What follows belongs to an exercise in optimizing a design on an open flow for small area, a short achievable clock period and few clock cycles per item; a production flow would make more cautious choices. At most, simulation tests tie the RTL to the original design; equivalence was not proved.

run A:
Design square_root32, start of the top module:
module square_root32(
		input wire iCLOCK,
		input wire inRESET,
		input wire iDATA_REQ,
		output wire oDATA_BUSY,
		input wire [31:0] iDATA,
		output wire oDATA_VALID,
		input wire iDATA_BUSY,
		output wire [15:0] oDATA
	);
Settings: LEC_CHECK=0, ABC_AREA=1, CAP_MARGIN=20, CORE_MARGIN=2, CORE_UTILIZATION=55, CTS_BUF_LIST=sky130_fd_sc_hd__clkbuf_16, CTS_CLUSTER_DIAMETER=80, CTS_CLUSTER_SIZE=28, SLEW_MARGIN=20; clock period 15.0 ns.
standard.sh (not shown) runs the stock make flow with config.mk's settings and CLKGATE_MAP_FILE= SYNTH_SCRIPT=/design/flow/synth_recipe.tcl, a recipe that flattens the netlist after the stock synthesis.
==> flow/flow/run.sh <==
#!/bin/bash
bash standard.sh SETUP_SLACK_MARGIN=10.9 BUFFER_PORTS_ARGS='-buffer_cell sky130_fd_sc_hd__buf_1' finish > standard.log 2>&1
> inputs changed (run A -> run B)
--- a/flow/design.v
+++ b/flow/design.v
@@ -18,23 +18,23 @@
 	reg b_v2;
 	reg b_v3;
 	reg b_v4;
 	reg b_v5;
 	wire [31:0] x0;
 	wire [0:0] q1;
 	wire [1:0] r1;
 	wire [29:0] x1;
-	wire [1:0] q2;
-	wire [2:0] r2;
-	wire [27:0] x2;
-	reg [2:0] qn3;
-	wire [2:0] q3 = ~qn3;
-	reg [3:0] r3;
-	reg [25:0] x3;
+	reg [1:0] qn2;
+	wire [1:0] q2 = ~qn2;
+	reg [2:0] r2;
+	reg [27:0] x2;
+	wire [2:0] q3;
+	wire [3:0] r3;
+	wire [25:0] x3;
 	wire [3:0] q4;
 	wire [4:0] r4;
 	wire [23:0] x4;
 	wire [4:0] q5;
 	wire [5:0] r5;
 	wire [21:0] x5;
 	reg [5:0] qn6;
 	wire [5:0] q6 = ~qn6;
@@ -90,19 +90,23 @@
 	wire h1_5p = h1_3p & h1_1p;
 	wire [4:0] d1;
 	assign d1[0] = ~(t1[0] ^ sn1[0]);
 	assign d1[1] = t1[1] ^ (sn1[1] ^ (t1[0] | sn1[0]));
 	assign d1[2] = t1[2] ^ (sn1[2] ^ h1_1g);
 	assign d1[3] = t1[3] ^ (sn1[3] ^ h1_4g);
 	assign d1[4] = ~h1_5g;
 	wire ge1 = !d1[4];
-	assign q2 = {q1, ge1};
-	assign r2 = (ge1 ? d1[2:0] : t1[2:0]);
-	assign x2 = x1[27:0];
+	always @(posedge iCLOCK) begin
+		if (adv) begin
+			qn2 <= ~{q1, ge1};
+			r2 <= (ge1 ? d1[2:0] : t1[2:0]);
+			x2 <= x1[27:0];
+		end
+	end
 	wire [4:0] t2 = {r2, x2[27:26]};
 	wire [4:0] sn2 = {1'b1, ~q2, 2'b10};
 	wire h2_1g = (t2[1] & sn2[1]) | ((t2[1] | sn2[1]) & (t2[0] | sn2[0]));
 	wire h2_1p = (t2[1] | sn2[1]) & 1'b0;
 	wire h2_2g = (t2[2] & sn2[2]) | ((t2[2] | sn2[2]) & (t2[1] & sn2[1]));
 	wire h2_2p = (t2[2] | sn2[2]) & (t2[1] | sn2[1]);
 	wire h2_3g = (t2[3] & sn2[3]) | ((t2[3] | sn2[3]) & (t2[2] & sn2[2]));
 	wire h2_3p = (t2[3] | sn2[3]) & (t2[2] | sn2[2]);
@@ -119,23 +123,19 @@
 	wire [5:0] d2;
 	assign d2[0] = ~(t2[0] ^ sn2[0]);
 	assign d2[1] = t2[1] ^ (sn2[1] ^ (t2[0] | sn2[0]));
 	assign d2[2] = t2[2] ^ (sn2[2] ^ h2_1g);
 	assign d2[3] = t2[3] ^ (sn2[3] ^ h2_5g);
 	assign d2[4] = t2[4] ^ (sn2[4] ^ h2_6g);
 	assign d2[5] = ~h2_8g;
 	wire ge2 = !d2[5];
-	always @(posedge iCLOCK) begin
-		if (adv) begin
-			qn3 <= ~{q2, ge2};
-			r3 <= (ge2 ? d2[3:0] : t2[3:0]);
-			x3 <= x2[25:0];
-		end
-	end
+	assign q3 = {q2, ge2};
+	assign r3 = (ge2 ? d2[3:0] : t2[3:0]);
+	assign x3 = x2[25:0];
 	wire [5:0] t3 = {r3, x3[25:24]};
 	wire [5:0] sn3 = {1'b1, ~q3, 2'b10};
 	wire h3_1g = (t3[1] & sn3[1]) | ((t3[1] | sn3[1]) & (t3[0] | sn3[0]));
 	wire h3_1p = (t3[1] | sn3[1]) & 1'b0;
 	wire h3_2g = (t3[2] & sn3[2]) | ((t3[2] | sn3[2]) & (t3[1] & sn3[1]));
 	wire h3_2p = (t3[2] | sn3[2]) & (t3[1] | sn3[1]);
 	wire h3_3g = (t3[3] & sn3[3]) | ((t3[3] | sn3[3]) & (t3[2] & sn3[2]));
 	wire h3_3p = (t3[3] | sn3[3]) & (t3[2] | sn3[2]);
--- outcome ---
Relative to run A, simple-gate share of the synthesized area has gone up in run B. Relative to run A, the die area of run B is higher by about 5%. The hold slack was comparable across run A and run B. Path length in cells of the critical path came out exactly the same in run A and run B. Comparing total wirelength of the detailed-routed design for run A and run B, the bigger number came from run B. Delta (run B minus run A): clock sink count held steady, final worst-path cycle share did not really move, sequential share of layout area went down by 1.7 points, depth of the worst register-to-register path up about 3.7%, count of plain and timing-repair buffers increased by about 13% relative to the old numbers.
No functional check of the RTL was part of any run of this note.

---

## old
The RTL this note starts from:
==> flow/design.v <==
`default_nettype none
module square_root32(
		input wire iCLOCK,
		input wire inRESET,
		input wire iDATA_REQ,
		output wire oDATA_BUSY,
		input wire [31:0] iDATA,
		output wire oDATA_VALID,
		input wire iDATA_BUSY,
		output wire [15:0] oDATA
	);
	reg b_skid_valid;
	reg [15:0] b_skid_data;
	reg b_out_valid;
	reg [15:0] b_out_data;
	wire adv = !b_skid_valid;
	reg b_v1;
	reg b_v2;
	reg b_v3;
	reg b_v4;
	reg b_v5;
	reg b_v6;
	reg b_v7;
	wire [31:0] x0;
	wire [0:0] q1;
	wire [1:0] r1;
	wire [29:0] x1;
	reg [1:0] qn2;
	wire [1:0] q2 = ~qn2;
	reg [2:0] r2;
	reg [27:0] x2;
	wire [2:0] q3;
	wire [3:0] r3;
	wire [25:0] x3;
	wire [3:0] q4;
	wire [4:0] r4;
	wire [23:0] x4;
	reg [4:0] qn5;
	wire [4:0] q5 = ~qn5;
	reg [5:0] r5;
	reg [21:0] x5;
	wire [5:0] q6;
	wire [6:0] r6;
	wire [19:0] x6;
	reg [6:0] qn7;
	wire [6:0] q7 = ~qn7;
	reg [7:0] r7;
	reg [17:0] x7;
	wire [7:0] q8;
	wire [8:0] r8;
	wire [15:0] x8;
	reg [8:0] qn9;
	wire [8:0] q9 = ~qn9;
	reg [9:0] r9;
	reg [13:0] x9;
	wire [9:0] q10;
	wire [10:0] r10;
	wire [11:0] x10;
	reg [10:0] qn11;
	wire [10:0] q11 = ~qn11;
	reg [11:0] r11;
	reg [9:0] x11;
	wire [11:0] q12;
	wire [12:0] r12;
	wire [7:0] x12;
	reg [12:0] qn13;
	wire [12:0] q13 = ~qn13;
	reg [13:0] r13;
	reg [5:0] x13;
	wire [13:0] q14;
	wire [14:0] r14;
	wire [3:0] x14;
	reg [14:0] qn15;
	wire [14:0] q15 = ~qn15;
	reg [15:0] r15;
	reg [1:0] x15;
	wire [15:0] q16;
	assign x0 = iDATA;
	wire ge0 = (x0[31:30] != 2'b00);
	assign q1 = {ge0};
	assign r1 = (ge0 ? (x0[31:30] - 2'd1) : x0[31:30]);
	assign x1 = x0[29:0];
	wire [3:0] t1 = {r1, x1[29:28]};
	wire [4:0] d1 = {1'b0, t1} - {2'b00, q1, 2'b01};
	wire ge1 = !d1[4];
	always @(posedge iCLOCK) begin
		if (adv) begin
			qn2 <= ~{q1, ge1};
			r2 <= (ge1 ? d1[2:0] : t1[2:0]);
			x2 <= x1[27:0];
		end
	end
	wire [4:0] t2 = {r2, x2[27:26]};
	wire [5:0] d2 = {1'b0, t2} - {2'b00, q2, 2'b01};
	wire ge2 = !d2[5];
	assign q3 = {q2, ge2};
	assign r3 = (ge2 ? d2[3:0] : t2[3:0]);
	assign x3 = x2[25:0];
	wire [5:0] t3 = {r3, x3[25:24]};
	wire [6:0] d3 = {1'b0, t3} - {2'b00, q3, 2'b01};
	wire ge3 = !d3[6];
	assign q4 = {q3, ge3};
	assign r4 = (ge3 ? d3[4:0] : t3[4:0]);
	assign x4 = x3[23:0];
	wire [6:0] t4 = {r4, x4[23:22]};
	wire [7:0] d4 = {1'b0, t4} - {2'b00, q4, 2'b01};
	wire ge4 = !d4[7];
	always @(posedge iCLOCK) begin
		if (adv) begin
			qn5 <= ~{q4, ge4};
			r5 <= (ge4 ? d4[5:0] : t4[5:0]);
			x5 <= x4[21:0];
		end
	end
	wire [7:0] t5 = {r5, x5[21:20]};
	wire [8:0] d5 = {1'b0, t5} - {2'b00, q5, 2'b01};
	wire ge5 = !d5[8];
	assign q6 = {q5, ge5};
	assign r6 = (ge5 ? d5[6:0] : t5[6:0]);
	assign x6 = x5[19:0];
	wire [8:0] t6 = {r6, x6[19:18]};
	wire [9:0] d6 = {1'b0, t6} - {2'b00, q6, 2'b01};
	wire ge6 = !d6[9];
	always @(posedge iCLOCK) begin
		if (adv) begin
			qn7 <= ~{q6, ge6};
			r7 <= (ge6 ? d6[7:0] : t6[7:0]);
			x7 <= x6[17:0];
		end
	end
	wire [9:0] t7 = {r7, x7[17:16]};
	wire [10:0] d7 = {1'b0, t7} - {2'b00, q7, 2'b01};
	wire ge7 = !d7[10];
	assign q8 = {q7, ge7};
	assign r8 = (ge7 ? d7[8:0] : t7[8:0]);
	assign x8 = x7[15:0];
	wire [10:0] t8 = {r8, x8[15:14]};
	wire [11:0] d8 = {1'b0, t8} - {2'b00, q8, 2'b01};
	wire ge8 = !d8[11];
	always @(posedge iCLOCK) begin
		if (adv) begin
			qn9 <= ~{q8, ge8};
			r9 <= (ge8 ? d8[9:0] : t8[9:0]);
			x9 <= x8[13:0];
		end
	end
	wire [11:0] t9 = {r9, x9[13:12]};
	wire [12:0] d9 = {1'b0, t9} - {2'b00, q9, 2'b01};
	wire ge9 = !d9[12];
	assign q10 = {q9, ge9};
	assign r10 = (ge9 ? d9[10:0] : t9[10:0]);
	assign x10 = x9[11:0];
	wire [12:0] t10 = {r10, x10[11:10]};
	wire [13:0] d10 = {1'b0, t10} - {2'b00, q10, 2'b01};
	wire ge10 = !d10[13];
	always @(posedge iCLOCK) begin
		if (adv) begin
			qn11 <= ~{q10, ge10};
			r11 <= (ge10 ? d10[11:0] : t10[11:0]);
			x11 <= x10[9:0];
		end
	end
	wire [13:0] t11 = {r11, x11[9:8]};
	wire [14:0] d11 = {1'b0, t11} - {2'b00, q11, 2'b01};
	wire ge11 = !d11[14];
	assign q12 = {q11, ge11};
	assign r12 = (ge11 ? d11[12:0] : t11[12:0]);
	assign x12 = x11[7:0];
	wire [14:0] t12 = {r12, x12[7:6]};
	wire [15:0] d12 = {1'b0, t12} - {2'b00, q12, 2'b01};
	wire ge12 = !d12[15];
	always @(posedge iCLOCK) begin
		if (adv) begin
			qn13 <= ~{q12, ge12};
			r13 <= (ge12 ? d12[13:0] : t12[13:0]);
			x13 <= x12[5:0];
		end
	end
	wire [15:0] t13 = {r13, x13[5:4]};
	wire [16:0] d13 = {1'b0, t13} - {2'b00, q13, 2'b01};
	wire ge13 = !d13[16];
	assign q14 = {q13, ge13};
	assign r14 = (ge13 ? d13[14:0] : t13[14:0]);
	assign x14 = x13[3:0];
	wire [16:0] t14 = {r14, x14[3:2]};
	wire [17:0] d14 = {1'b0, t14} - {2'b00, q14, 2'b01};
	wire ge14 = !d14[17];
	always @(posedge iCLOCK) begin
		if (adv) begin
			qn15 <= ~{q14, ge14};
			r15 <= (ge14 ? d14[15:0] : t14[15:0]);
			x15 <= x14[1:0];
		end
	end
	wire [17:0] t15 = {r15, x15[1:0]};
	wire [18:0] d15 = {1'b0, t15} - {2'b00, q15, 2'b01};
	wire ge15 = !d15[18];
	wire [15:0] res = {q15, ge15};
	always @(posedge iCLOCK or negedge inRESET) begin
		if (!inRESET) b_v1 <= 1'b0;
		else if (adv) b_v1 <= iDATA_REQ;
	end
	always @(posedge iCLOCK or negedge inRESET) begin
		if (!inRESET) b_v2 <= 1'b0;
		else if (adv) b_v2 <= b_v1;
	end
	always @(posedge iCLOCK or negedge inRESET) begin
		if (!inRESET) b_v3 <= 1'b0;
		else if (adv) b_v3 <= b_v2;
	end
	always @(posedge iCLOCK or negedge inRESET) begin
		if (!inRESET) b_v4 <= 1'b0;
		else if (adv) b_v4 <= b_v3;
	end
	always @(posedge iCLOCK or negedge inRESET) begin
		if (!inRESET) b_v5 <= 1'b0;
		else if (adv) b_v5 <= b_v4;
	end
	always @(posedge iCLOCK or negedge inRESET) begin
		if (!inRESET) b_v6 <= 1'b0;
		else if (adv) b_v6 <= b_v5;
	end
	always @(posedge iCLOCK or negedge inRESET) begin
		if (!inRESET) b_v7 <= 1'b0;
		else if (adv) b_v7 <= b_v6;
	end
	wire out_free = !b_out_valid || !iDATA_BUSY;
	always @(posedge iCLOCK or negedge inRESET) begin
		if (!inRESET) begin
			b_out_valid <= 1'b0;
			b_skid_valid <= 1'b0;
		end else if (out_free) begin
			b_out_valid <= b_skid_valid || b_v7;
			b_skid_valid <= 1'b0;
		end else if (!b_skid_valid) begin
			b_skid_valid <= b_v7;
		end
	end
	always @(posedge iCLOCK) begin
		if (out_free) b_out_data <= b_skid_valid ? b_skid_data : res;
		if (!b_skid_valid) b_skid_data <= res;
	end
	assign oDATA_BUSY = b_skid_valid;
	assign oDATA_VALID = b_out_valid;
	assign oDATA = b_out_data;
endmodule
`default_nettype wire
Settings: LEC_CHECK=0, ABC_AREA=1, CAP_MARGIN=20, CORE_MARGIN=2, CORE_UTILIZATION=40, CTS_BUF_LIST=sky130_fd_sc_hd__clkbuf_8, SLEW_MARGIN=20; clock period 15.0 ns.
==> flow/flow/run.sh <==
#!/bin/bash
bash standard.sh SETUP_SLACK_MARGIN=10.9 finish > standard.log 2>&1
Testbench counts of old, summed over its fixed seeds: cycles 12,064, items 12,000.
Setup changes, old to new
--- a/flow/design.v
+++ b/flow/design.v
@@ -26,6 +26,5 @@
 	wire [1:0] r1;
 	wire [29:0] x1;
-	reg [1:0] qn2;
-	wire [1:0] q2 = ~qn2;
+	reg [1:0] q2;
 	reg [2:0] r2;
 	reg [27:0] x2;
@@ -36,6 +35,5 @@
 	wire [4:0] r4;
 	wire [23:0] x4;
-	reg [4:0] qn5;
-	wire [4:0] q5 = ~qn5;
+	reg [4:0] q5;
 	reg [5:0] r5;
 	reg [21:0] x5;
@@ -43,6 +41,5 @@
 	wire [6:0] r6;
 	wire [19:0] x6;
-	reg [6:0] qn7;
-	wire [6:0] q7 = ~qn7;
+	reg [6:0] q7;
 	reg [7:0] r7;
 	reg [17:0] x7;
@@ -50,6 +47,5 @@
 	wire [8:0] r8;
 	wire [15:0] x8;
-	reg [8:0] qn9;
-	wire [8:0] q9 = ~qn9;
+	reg [8:0] q9;
 	reg [9:0] r9;
 	reg [13:0] x9;
@@ -57,6 +53,5 @@
 	wire [10:0] r10;
 	wire [11:0] x10;
-	reg [10:0] qn11;
-	wire [10:0] q11 = ~qn11;
+	reg [10:0] q11;
 	reg [11:0] r11;
 	reg [9:0] x11;
@@ -64,6 +59,5 @@
 	wire [12:0] r12;
 	wire [7:0] x12;
-	reg [12:0] qn13;
-	wire [12:0] q13 = ~qn13;
+	reg [12:0] q13;
 	reg [13:0] r13;
 	reg [5:0] x13;
@@ -71,6 +65,5 @@
 	wire [14:0] r14;
 	wire [3:0] x14;
-	reg [14:0] qn15;
-	wire [14:0] q15 = ~qn15;
+	reg [14:0] q15;
 	reg [15:0] r15;
 	reg [1:0] x15;
@@ -86,5 +79,5 @@
 	always @(posedge iCLOCK) begin
 		if (adv) begin
-			qn2 <= ~{q1, ge1};
+			q2 <= {q1, ge1};
 			r2 <= (ge1 ? d1[2:0] : t1[2:0]);
 			x2 <= x1[27:0];
@@ -108,5 +101,5 @@
 	always @(posedge iCLOCK) begin
 		if (adv) begin
-			qn5 <= ~{q4, ge4};
+			q5 <= {q4, ge4};
 			r5 <= (ge4 ? d4[5:0] : t4[5:0]);
 			x5 <= x4[21:0];
@@ -124,5 +117,5 @@
 	always @(posedge iCLOCK) begin
 		if (adv) begin
-			qn7 <= ~{q6, ge6};
+			q7 <= {q6, ge6};
 			r7 <= (ge6 ? d6[7:0] : t6[7:0]);
 			x7 <= x6[17:0];
@@ -140,5 +133,5 @@
 	always @(posedge iCLOCK) begin
 		if (adv) begin
-			qn9 <= ~{q8, ge8};
+			q9 <= {q8, ge8};
 			r9 <= (ge8 ? d8[9:0] : t8[9:0]);
 			x9 <= x8[13:0];
@@ -156,5 +149,5 @@
 	always @(posedge iCLOCK) begin
 		if (adv) begin
-			qn11 <= ~{q10, ge10};
+			q11 <= {q10, ge10};
 			r11 <= (ge10 ? d10[11:0] : t10[11:0]);
 			x11 <= x10[9:0];
@@ -172,5 +165,5 @@
 	always @(posedge iCLOCK) begin
 		if (adv) begin
-			qn13 <= ~{q12, ge12};
+			q13 <= {q12, ge12};
 			r13 <= (ge12 ? d12[13:0] : t12[13:0]);
 			x13 <= x12[5:0];
@@ -188,5 +181,5 @@
 	always @(posedge iCLOCK) begin
 		if (adv) begin
-			qn15 <= ~{q14, ge14};
+			q15 <= {q14, ge14};
 			r15 <= (ge14 ? d14[15:0] : t14[15:0]);
 			x15 <= x14[1:0];
Notes after the runs:
In new, the iteration-0 DRC count of the detailed router came out about 33% below the value in old. Number of cells on the worst hold path came out exactly the same in old and new. new vs. old: met3 wirelength from detailed routing went up by about 12%; worst setup slack went down by 9.1 ps; area of the mapped netlist went up by 3.9%; remaining max-slew budget at the tightest pin went down by 5.1 points. Higher maximum fanout along the worst path was reported by new, not old. Min horizontal die dimension across old and new: old. Sequential portion of the cell area is higher on old. new vs old — wire length on met2 rose 78 um. old → new: cell area has increased; number of max-cap violations has remained practically unchanged.
Testbench counts of new, summed over its fixed seeds: cycles 12,064, items 12,000.

[separate check: timing with driven ports]
No port has a modelled driver above. Below, the same layouts with a new extraction and two added sets of constraints. Step 1 assumes that a clkbuf_16 drives the clock port and a buf_2 every other input. Step 2, shift: input delay + t, output delay - t, t = (earliest + latest rising clock arrival at the registers) / 2. This alone moves slack from input paths to output paths. a / b / c = ideal ports / drivers / drivers and shift; a / b = the first two.
run | shift t [ns] | setup slack, ns | worst register clock-pin slew, ns
run A | 0.520 | 10.892 / 10.843 / 10.377 | 0.11 / 0.11
run B | 0.541 | 10.902 / 10.849 / 10.953 | 0.11 / 0.11
old | 0.643 | 10.892 / 10.844 / 10.566 | 0.07 / 0.07
new | 0.642 | 10.883 / 10.834 / 10.556 | 0.07 / 0.07
After both steps setup and hold are still met in every run listed. The setup slack of run A, which loses most, moves by -0.049 ns with the drivers and by -0.515 ns with both steps.
